This is an optimization exercise on Yosys and OpenROAD, whose aim is small area, a short achievable clock period and few clock cycles per item, not a production implementation. For this run, only the layout was checked, not whether the RTL still works.

$ cat run.sh
#!/bin/bash
# synth_recipe.tcl (not shown) runs the flow's synth.tcl, then flattens the netlist and writes it again
# the make line also repeats each setting of config.mk as NAME=value (left out here)
make -C /OpenROAD-flow-scripts/flow DESIGN_CONFIG=/design/flow/config.mk WORK_HOME=/design/flow/orfs CLKGATE_MAP_FILE= SYNTH_SCRIPT=/design/flow/synth_recipe.tcl finish
$ cat config.mk
export PLATFORM = sky130hd
export DESIGN_NAME = div
export DESIGN_NICKNAME = div
export VERILOG_FILES = /design/flow/design.v
export SDC_FILE = /design/flow/constraint.sdc
export NUM_CORES = 4
export LEC_CHECK = 0
export CAP_MARGIN = 20
export CORE_MARGIN = 2
export CORE_UTILIZATION = 45
export PLACE_DENSITY = 0.6
export SLEW_MARGIN = 20
$ cat constraint.sdc
create_clock -name core_clock -period 20.0 [get_ports {i_clk}]
set_input_delay 4.0000 -clock core_clock [delete_from_list [all_inputs] [get_ports {i_clk}]]
set_output_delay 4.0000 -clock core_clock [all_outputs]
set_load 0.01 [all_outputs]
$ cat design.v
module div_lzc64 (
  input  logic [63:0] a,
  output logic [6:0]  n       
);
  logic [1:0] z2 [32];
  logic [2:0] z4 [16];
  logic [3:0] z8 [8];
  logic [4:0] z16[4];
  logic [5:0] z32[2];
  for (genvar i = 0; i < 32; i++) begin : g2
    wire h = a[2*i+1], l = a[2*i];
    assign z2[i] = h ? 2'd0 : (l ? 2'd1 : 2'd2);
  end
  for (genvar i = 0; i < 16; i++) begin : g4
    wire [1:0] h = z2[2*i+1], l = z2[2*i];
    assign z4[i] = h[1] ? {l[1], ~l[1], l[0]} : {1'b0, h};
  end
  for (genvar i = 0; i < 8; i++) begin : g8
    wire [2:0] h = z4[2*i+1], l = z4[2*i];
    assign z8[i] = h[2] ? {l[2], ~l[2], l[1:0]} : {1'b0, h};
  end
  for (genvar i = 0; i < 4; i++) begin : g16
    wire [3:0] h = z8[2*i+1], l = z8[2*i];
    assign z16[i] = h[3] ? {l[3], ~l[3], l[2:0]} : {1'b0, h};
  end
  for (genvar i = 0; i < 2; i++) begin : g32
    wire [4:0] h = z16[2*i+1], l = z16[2*i];
    assign z32[i] = h[4] ? {l[4], ~l[4], l[3:0]} : {1'b0, h};
  end
  assign n = z32[1][5] ? {z32[0][5], ~z32[0][5], z32[0][4:0]} : {1'b0, z32[1]};
endmodule
module div#(
  parameter WIDTH = 64
)(
  input                     i_clk         ,
  input                     i_rst_n       ,
  input                     i_flush       ,
  input                     i_divw        ,
  input                     i_start       ,
  output                    o_busy        ,
  output logic              o_end_valid   ,
  input                     i_end_ready   ,
  input                     i_signed      ,
  input  logic [WIDTH-1:0]  i_dividend    ,
  input  logic [WIDTH-1:0]  i_divisor     ,
  output logic [WIDTH-1:0]  o_quotient    ,
  output logic [WIDTH-1:0]  o_remainder
);
  localparam K  = 2;           
  localparam WB = 66 + K;      
  localparam WT = WB + 1;      
  localparam [1:0] S_IDLE = 2'd0, S_PREP = 2'd1, S_ITER = 2'd2, S_FIX = 2'd3;
  logic [1:0] state;
  logic [5:0] cnt;
  logic       w_r, sx_r, sd_r, sq_r, fix_r;
  logic [63:0]   rem_r;      
  logic [63:0]   dvr_r;      
  logic [WB-1:0] b_r;        
  logic [63:0]   quo_r;
  assign o_busy      = (state != S_IDLE) | o_end_valid;
  assign o_quotient  = quo_r;
  assign o_remainder = rem_r;
  wire [63:0] x_in = i_divw ? {{32{i_signed & i_dividend[31]}}, i_dividend[31:0]} : i_dividend;
  wire [63:0] d_in = i_divw ? {{32{i_signed & i_divisor [31]}}, i_divisor [31:0]} : i_divisor;
  wire        dz = ~|dvr_r;
  wire [63:0] xa = sx_r ? ~rem_r : rem_r;    
  wire [63:0] da = sd_r ? ~dvr_r : dvr_r;    
  logic [6:0] lzx, lzd;
  div_lzc64 u_lzx (.a(xa), .n(lzx));
  div_lzc64 u_lzd (.a(da), .n(lzd));
  wire signed [8:0] s_ub = $signed({2'b0, lzd}) - $signed({2'b0, lzx}) + $signed({8'b0, sx_r});
  wire        q_zero = s_ub[8];             
  wire [7:0]  s_pos  = s_ub[7:0];
  wire [7:0]  n_steps = s_pos + 8'd1;
  wire [7:0]  n_iter  = (n_steps + 8'(K-1)) / K;
  wire [7:0]  s_use   = n_iter * K - 8'd1;
  wire [WB-1:0] d_ext = {{(WB-64){sd_r}}, dvr_r};
  wire [WB-1:0] d_sh  = d_ext << s_use[6:0];
  wire [WB-1:0] b_init = d_sh ^ {WB{~sd_r}};
  logic [63:0] r_st [K+1];
  logic [K-1:0] qb;
  assign r_st[0] = rem_r;
  for (genvar j = 0; j < K; j++) begin : g_st
    wire [WB-1:0] bj = $signed(b_r) >>> j;
    wire [WT-1:0] t  = {{(WT-64){1'b0}}, r_st[j]} + {bj[WB-1], bj} + {{(WT-1){1'b0}}, ~sd_r};
    assign qb[K-1-j] = ~t[WT-1];
    assign r_st[j+1] = t[WT-1] ? r_st[j] : t[63:0];
  end
  wire        neg_r = (state == S_FIX) ? sx_r : (sx_r & ~q_zero & ~dz);
  wire [63:0] r_neg = neg_r ? (~rem_r + 64'd1) : rem_r;
  wire        ext_r = w_r & ((state == S_FIX) | q_zero | dz);
  wire [63:0] r_fix = ext_r ? {{32{r_neg[31]}}, r_neg[31:0]} : r_neg;
  wire [63:0] q_neg = sq_r ? (~quo_r + 64'd1) : quo_r;
  wire [63:0] q_fix = w_r ? {{32{q_neg[31]}}, q_neg[31:0]} : q_neg;
  always_ff @(posedge i_clk or negedge i_rst_n) begin
    if (!i_rst_n) begin
      state       <= S_IDLE;
      o_end_valid <= 1'b0;
    end else if (i_flush) begin
      state       <= S_IDLE;
      o_end_valid <= 1'b0;
    end else begin
      case (state)
        S_IDLE: begin
          if (i_start) state <= S_PREP;
          if (i_end_ready) o_end_valid <= 1'b0;
        end
        S_PREP: begin
          if (q_zero | dz) begin
            state <= S_IDLE;
            o_end_valid <= 1'b1;
          end else state <= S_ITER;
        end
        S_ITER: begin
          if (cnt == 6'd1) begin
            if (fix_r) state <= S_FIX;
            else begin
              state <= S_IDLE;
              o_end_valid <= 1'b1;
            end
          end
        end
        S_FIX: begin
          state <= S_IDLE;
          o_end_valid <= 1'b1;
        end
      endcase
    end
  end
  always_ff @(posedge i_clk) begin
    case (state)
      S_IDLE: if (i_start) begin
        rem_r <= x_in;
        dvr_r <= d_in;
        w_r   <= i_divw;
        sx_r  <= i_signed & x_in[63];
        sd_r  <= i_signed & d_in[63];
        sq_r  <= i_signed & (x_in[63] ^ d_in[63]);
        fix_r <= i_divw | (i_signed & (x_in[63] | d_in[63]));
      end
      S_PREP: begin
        rem_r <= r_fix;
        quo_r <= {64{dz}};
        b_r   <= b_init;
        cnt   <= n_iter[5:0];
      end
      S_ITER: begin
        rem_r <= r_st[K];
        quo_r <= {quo_r[63-K:0], qb};
        b_r   <= $signed(b_r) >>> K;
        cnt   <= cnt - 6'd1;
      end
      S_FIX: begin
        rem_r <= r_fix;
        quo_r <= q_fix;
      end
    endcase
  end
endmodule
==> run summary <==
==> sequential cells by signal (all words and copies together), names as in the netlist <==
| register | count |
|---|---|
| b_r | 68 |
| cnt | 6 |
| dvr_r | 64 |
| fix_r | 1 |
| o_end_valid | 1 |
| quo_r | 64 |
| rem_r | 64 |
| sd_r | 1 |
| sq_r | 1 |
| state | 2 |
| sx_r | 1 |
| w_r | 1 |
==> worst max-delay path: stages, from the launching register on <==
cell and delay (ns):
edfxtp_1 0.66, fa_1 0.57, inv_1 0.09, fa_1 0.20, nand2b_1 0.15, a21oi_1 0.10, o21ai_0 0.46, a21oi_1 0.26
o21ai_0 0.31, nand3_1 0.22, a21oi_4 0.70, buf_4 0.42, buf_4 0.60, o21ai_0 0.34, ha_1 0.47, a2111oi_0 0.46
o21ai_0 0.17, a221oi_1 0.54, o21ai_0 0.16, nand2_1 0.09, nand2_1 0.17, nor2_1 0.53, nand2_1 0.46, nor2_1 0.93
a22oi_1 0.16, a21oi_1 0.27
==> cells by family after synthesis <==
family / Yosys count
muxes: 168
and+or+nand+nor: 1394
DFF: 274
adders and majority gates: 152
xor gates and xnor gates: 285
AOI/OAI and AO/OA: 1323
buffers and inverters: 472
==> layout make-up <==
| type | instances | area share |
|---|---|---|
| multi-input combinational | 3322 | 0.599 |
| clock buffer | 44 | 0.0270 |
| clock inverter | 23 | 0.00780 |
| sequential | 274 | 0.233 |
| tap | 882 | 0.0313 |
| timing repair buffer | 316 | 0.0859 |
| inverter | 158 | 0.0168 |
==> final timing paths <==
check	endpoint	slack [ns]	depth (start not counted)
min	o_end_valid	0.56	2
min in group asynchronous	o_end_valid	3.58	1
max in group asynchronous	state[1]	16.26	1
max	rem_r[59]	10.21	25
max reg2reg	rem_r[59]	10.21	25
min reg2reg	o_end_valid	0.56	2
==> stage by stage <==
step / instance area, um2 / setup WS [ns] / hold slack, ns / std cells / utilization
3_3_place_gp: 34100 / 10.54 / 0.556 / 4952 / 0.498
5_1_grt: 35300 / 9.77 / 0.603 / 5019 / 0.517
2_1_floorplan: 31000 / 13.14 / 0.495 / 4068 / -
4_1_cts: 35300 / 10.41 / 0.575 / 5019 / 0.517
3_5_place_dp: 34100 / 10.45 / 0.555 / 4952 / 0.499
6_report: 35300 / 10.21 / 0.562 / 5019 / 0.517
==> Yosys cell counts (63+ instances only) <==
cell      number
a211oi_1      63
a21o_1        69
a21oi_1      439
clkbuf_1     266
edfxtp_1     271
ha_1         147
inv_1        155
mux2i_1      135
nand2_1      460
nand3_1      162
nor2_1       335
nor3_1       131
o21ai_0      361
xnor2_1      168
xor2_1       114
==> routing by layer <==
metal / vias up / global-route usage
met4: 2 / 0.150
met3: 261 / 0.0434
met2: 1547 / 0.539
met5: - / 0
li1: 15100 / -
met1: 15400 / 0.491
==> out/metrics.csv <==
metric,value,unit
status,"complete, no violations",
total number of vias,32400,
mux contribution to synthesized area,0.0618,
Metal-1 WL,55.2,mm
fmax,0.102,GHz
Final Wtd Congestion,1.05,
post-synth net total,4355,
Post-Synth Simple-Gate Area,0.210,
routed wl met2,56.1,mm
GRT Util Overall,0.349,
Synth Register Bits,274,
clk sinks,274,
Worst Path Required,20.42,ns
initial core utilization,0.453,
final period utilization,0.490,
worst r2r src,rem_r[0],
number of synthesized flops with an enable pin,271,
Post-synth ARST share,0.0109,
CTS Root Cell,clkbuf_16,
Setup TNS Final,0,ns
worst min-delay path class,flop to flop,
post-synthesis sequential area ratio,0.265,
Max Cap Viol,0,
largest net degree at the start of global routing,91,
Synth Flop Type,edfxtp_1,
Final Hold Fails,0,
CTS Buf Count,37,
compound-cell area share of the yosys netlist,0.261,
hpwl dp,97.6,mm
post-synth cell types,83,
"commonest non-fill, non-tap cells in the layout","nand2_1, a21oi_1, o21ai_0",
fin crit period,9.79,ns
initial antenna violation count,2,
Fill cells,6692,
top layer in use,met5,
Setup crit start kind,flop,
Worst slew margin,0.267,
CTS tree,done,
DRT antenna net count,0,
Netlist Area Pre-Place,31000,um2
drt pass-1 iters,6,
Multi-input gate area,21100,um2
final wirelength,128,mm
synth warn,8,
adder-cell share of the synthesized area,0.0626,
diode count,0,
Post-Synth XOR/XNOR Area,0.0819,
hold path startpoint,o_end_valid,
Vias/cell,6.45,
first-pass GRT wire length,190,mm
IO Pins,265,
final slew viol count,0,
Worst Setup SP,rem_r[0],
critical-path maximum fanout,64,
maximum level of the CTS H-tree,2,
Crit. End Element,flop,
largest family of logic cells by synthesized area,compound AO/OA/AOI/OAI gates,
chip width,266,um
Row Count,96,
Area Growth Syn to Fin,14.0,%
cells after synthesis,4068,
RSZ-0062 raised after global routing,no,
post-synth top area share,0.263,
Synth area leaders,"edfxtp_1, a21oi_1, ha_1",
Tightest Pin Transition,1.09,ns
"Hold-fix buffers, CTS",0,
Max Root-Sink Buffers,3,
nets@finish,4396,
average size of a mapped cell,7.61,um2
Clock Latency Late Sink,0.61,ns
worst setup path class,flop to flop,
chip height,266,um
Worst-path clk slew,0.06,ns
vias in the first global route,29800,
gr ovfl total,0,
CP arrival,10.21,ns
DRC viols,0,
"commonest non-fill, non-tap cell in the layout",nand2_1,
First DRT Iteration DRCs,3687,
WL met3,10.2,mm
Final setup viols,0,
Yosys top cell by area,edfxtp_1,
# Post-CTS Setup Buffers,0,
PostCTS Resize Cnt,0,
DIE AREA,70900,um2
core area,68300,um2
drt wl/cell,25.4,um
Clock Skew,0.0297,ns
FF+latch area,8210,um2
layout cells sized above 1,0.0503,
Buffers on Ports,264,

## separate check: timing with driven ports
The results above use ideal ports. As a check the final layout listed here was re-extracted and re-timed, cells and wires unchanged.
Step 1 (the two cells are an assumption about what drives the block):
set clk [get_ports {i_clk}]
set_driving_cell -lib_cell sky130_fd_sc_hd__clkbuf_16 $clk
set_driving_cell -lib_cell sky130_fd_sc_hd__buf_2 [delete_from_list [all_inputs] $clk]
Step 2 also shifts input and output timing later by t, the mid clock arrival at the registers, as if the neighbouring blocks saw the same clock.
Three values: no drivers, after step 1, after step 2; two values: the first two.
shift t [ns]: 0.662
setup slack, ns: 10.208 / 10.208 / 10.208
hold slack, ns: 0.562 / 0.562 / 0.562
After both steps setup and hold are still met in this run. The setup slack of this run moves by 0.000 ns with the drivers and by 0.000 ns with both steps.
